From an optimization exercise on the open Yosys and OpenROAD flow, aimed at small area and a short achievable clock period; shortcuts taken in it are not production practice. No activity file was given, so power comes from the tool's default toggle rates.

lagoon:
==> flow/design.v <==
module fp_add (
  input  logic        clk,
  input  logic        rst,
  input  logic        in_vld,
  input  logic [31:0] a,
  input  logic [31:0] b,
  output logic        sum_vld,
  output logic [31:0] sum
);
  localparam bit CUT1 = 1;   
  localparam bit CUT2 = 1;   
  localparam bit CUT3 = 1;   
  localparam bit CUT4 = 1;   
  localparam bit CUT5 = 1;   
  function automatic logic lt32(input logic [31:0] xa, input logic [31:0] ya);
    logic [31:0] g, e;
    integer w, i;
    g = ~xa & ya;
    e = ~(xa ^ ya);
    for (w = 1; w < 32; w = w * 2)
      for (i = 0; i + w < 32; i = i + 2 * w) begin
        g[i] = g[i + w] | (e[i + w] & g[i]);
        e[i] = e[i + w] & e[i];
      end
    lt32 = g[0];
  endfunction
  function automatic logic [24:0] psum25(input logic [24:0] gi, input logic [24:0] pi,
                                         input logic ci);
    logic [25:0] g, p;
    integer w, i;
    g = {gi, ci};
    p = {pi, 1'b0};
    for (w = 1; w < 26; w = w * 2)
      for (i = 25; i >= 0; i--)
        if ((i / w) % 2 == 1) begin
          g[i] = g[i] | (p[i] & g[(i / w) * w - 1]);
          p[i] = p[i] & p[(i / w) * w - 1];
        end
    psum25 = pi ^ g[24:0];
  endfunction
  logic        swap, sub, eqe;
  logic [31:0] x, y;
  logic [8:0]  dab, dba;
  logic [7:0]  dd;
  assign dab  = {1'b0, a[30:23]} - {1'b0, b[30:23]};
  assign dba  = {1'b0, b[30:23]} - {1'b0, a[30:23]};
  assign swap = dab[8];
  assign x    = swap ? b : a;
  assign y    = swap ? a : b;
  assign dd   = swap ? dba[7:0] : dab[7:0];
  assign sub  = a[31] ^ b[31];
  assign eqe  = dab == 9'd0;
  logic        v1, s1, sub1, eqe1, far1;
  logic [7:0]  e1;
  logic [22:0] mx1, my1;
  logic [4:0]  d1;
  if (CUT1) begin : g_cut1
    always_ff @(posedge clk) begin
      if (rst) v1 <= 1'b0;
      else     v1 <= in_vld;
      s1   <= x[31];
      e1   <= x[30:23];
      mx1  <= x[22:0];
      my1  <= y[22:0];
      d1   <= dd[4:0];
      far1 <= dd[7:5] != 3'd0;
      sub1 <= sub;
      eqe1 <= eqe;
    end
  end else begin : g_nocut1
    assign v1   = in_vld;
    assign s1   = x[31];
    assign e1   = x[30:23];
    assign mx1  = x[22:0];
    assign my1  = y[22:0];
    assign d1   = dd[4:0];
    assign far1 = dd[7:5] != 3'd0;
    assign sub1 = sub;
    assign eqe1 = eqe;
  end
  logic        ls;
  logic [23:0] ys;
  logic [24:0] xo, yo, gg, pp;
  assign ls = sub1 & eqe1 & lt32({9'd0, mx1}, {9'd0, my1});
  assign ys = far1 ? 24'd0 : ({1'b1, my1} >> d1);
  assign xo = {2'b01, mx1} ^ {25{ls}};
  assign yo = {1'b0, ys} ^ {25{sub1 & ~ls}};
  assign gg = xo & yo;
  assign pp = xo ^ yo;
  logic        v2, s2, c2;
  logic [7:0]  e2;
  logic [24:0] g2, p2;
  if (CUT2) begin : g_cut2
    always_ff @(posedge clk) begin
      if (rst) v2 <= 1'b0;
      else     v2 <= v1;
      s2 <= s1 ^ ls;
      e2 <= e1;
      g2 <= gg;
      p2 <= pp;
      c2 <= sub1;
    end
  end else begin : g_nocut2
    assign v2 = v1;
    assign s2 = s1 ^ ls;
    assign e2 = e1;
    assign g2 = gg;
    assign p2 = pp;
    assign c2 = sub1;
  end
  logic [24:0] u;
  assign u = psum25(g2, p2, c2);
  logic        v3, s3;
  logic [7:0]  e3;
  logic [24:0] u3;
  if (CUT3) begin : g_cut3
    always_ff @(posedge clk) begin
      if (rst) v3 <= 1'b0;
      else     v3 <= v2;
      s3 <= s2;
      e3 <= e2;
      u3 <= u;
    end
  end else begin : g_nocut3
    assign v3 = v2;
    assign s3 = s2;
    assign e3 = e2;
    assign u3 = u;
  end
  logic [24:0] n1, n2, n3;
  logic [2:0]  lzh;
  assign lzh[2] = u3[24:9] == 16'd0;
  assign n1     = lzh[2] ? {u3[8:0], 16'd0} : u3;
  assign lzh[1] = n1[24:17] == 8'd0;
  assign n2     = lzh[1] ? {n1[16:0], 8'd0} : n1;
  assign lzh[0] = n2[24:21] == 4'd0;
  assign n3     = lzh[0] ? {n2[20:0], 4'd0} : n2;
  logic        v4, s4;
  logic [7:0]  e4;
  logic [2:0]  lzh4;
  logic [24:0] n34;
  if (CUT4) begin : g_cut4
    always_ff @(posedge clk) begin
      if (rst) v4 <= 1'b0;
      else     v4 <= v3;
      s4  <= s3;
      e4   <= e3 + 8'd1;
      lzh4 <= lzh;
      n34  <= n3;
    end
  end else begin : g_nocut4
    assign v4  = v3;
    assign s4  = s3;
    assign e4   = e3 + 8'd1;
    assign lzh4 = lzh;
    assign n34  = n3;
  end
  logic [24:0] n4, n5;
  logic [1:0]  lzl;
  assign lzl[1] = n34[24:23] == 2'd0;
  assign n4     = lzl[1] ? {n34[22:0], 2'd0} : n34;
  assign lzl[0] = !n4[24];
  assign n5     = lzl[0] ? {n4[23:0], 1'b0} : n4;
  logic        nz;
  logic [31:0] res;
  assign nz  = n5[24];
  assign res = {s4 & nz, (e4 - {3'd0, lzh4, lzl}) & {8{nz}}, n5[23:1]};
  if (CUT5) begin : g_cut5
    always_ff @(posedge clk) begin
      if (rst) sum_vld <= 1'b0;
      else     sum_vld <= v4;
      sum <= res;
    end
  end else begin : g_nocut5
    assign sum_vld = v4;
    assign sum     = res;
  end
endmodule
Settings: LEC_CHECK=0, CAP_MARGIN=20, CORE_MARGIN=2, CORE_UTILIZATION=40, CTS_CLUSTER_DIAMETER=80, CTS_CLUSTER_SIZE=30, PLACE_DENSITY=0.6, SETUP_SLACK_MARGIN=1.0, SLEW_MARGIN=20; clock period 3.5 ns.
standard.sh (not shown) runs the stock make flow with config.mk's settings and CLKGATE_MAP_FILE= SYNTH_SCRIPT=/design/flow/synth_recipe.tcl, a recipe that flattens the netlist after the stock synthesis.
==> flow/flow/run.sh <==
#!/bin/bash
# The standard layout, with the ports buffered by the smallest plain buffer
# (buf_1) instead of the delay buffer ORFS picks by default.
set -euo pipefail
bash standard.sh BUFFER_PORTS_ARGS="-buffer_cell sky130_fd_sc_hd__buf_1" finish > standard.log 2>&1
The final layout from lagoon, which completed every stage, passed the timing, design-rule and antenna checks at the end of the flow.
[inputs] willow vs lagoon
- SETUP_SLACK_MARGIN: 1.0 -> 1.15
--- outcome ---
Compared with lagoon, willow shows a higher total power consumption of the routed design.
On willow: global-route usage is 0.16 points higher than what lagoon gave.
Storage element area across willow and lagoon: no real change.
Final sum of negative setup slack: willow vs lagoon identical
Delta(final instance count without filler cells, willow - lagoon) > 0
Reported for willow and lagoon, count of inserted antenna diode cells turned out identical to the last digit.
Cmp willow and lagoon / post-layout instance area / lower: lagoon
In the reports for willow and lagoon, the smaller utilization belongs to lagoon.
In the tables for willow and lagoon, worst path setup slack after routing reads lower with lagoon.
No run of this note included a check of the RTL's function; only the layout flow was run.

## static timing again, ports no longer ideal
How much do the figures lean on ideal ports? The routed layouts below were timed once more, with nothing changed but the port constraints.
Step 1: set_driving_cell puts a clkbuf_16 on clk and a buf_2 on each other input, an assumption about the parent block.
Step 2 also shifts input and output timing later by t, the mid clock arrival at the registers, as if the neighbouring blocks saw the same clock.
Slacks: ideal ports / drivers / drivers and shift; pairs: ideal ports / drivers.
run	t, ns	setup slack, ns	worst setup path at the end	pins driven straight from the clock port
lagoon	0.524	0.969 / 0.969 / 0.568	input to register	1
willow	0.534	1.065 / 1.065 / 0.579	input to register	1
After both steps setup and hold are still met in every run listed. For willow, which loses most, drivers alone change the setup slack by 0.000 ns; drivers and shift together by -0.486 ns.
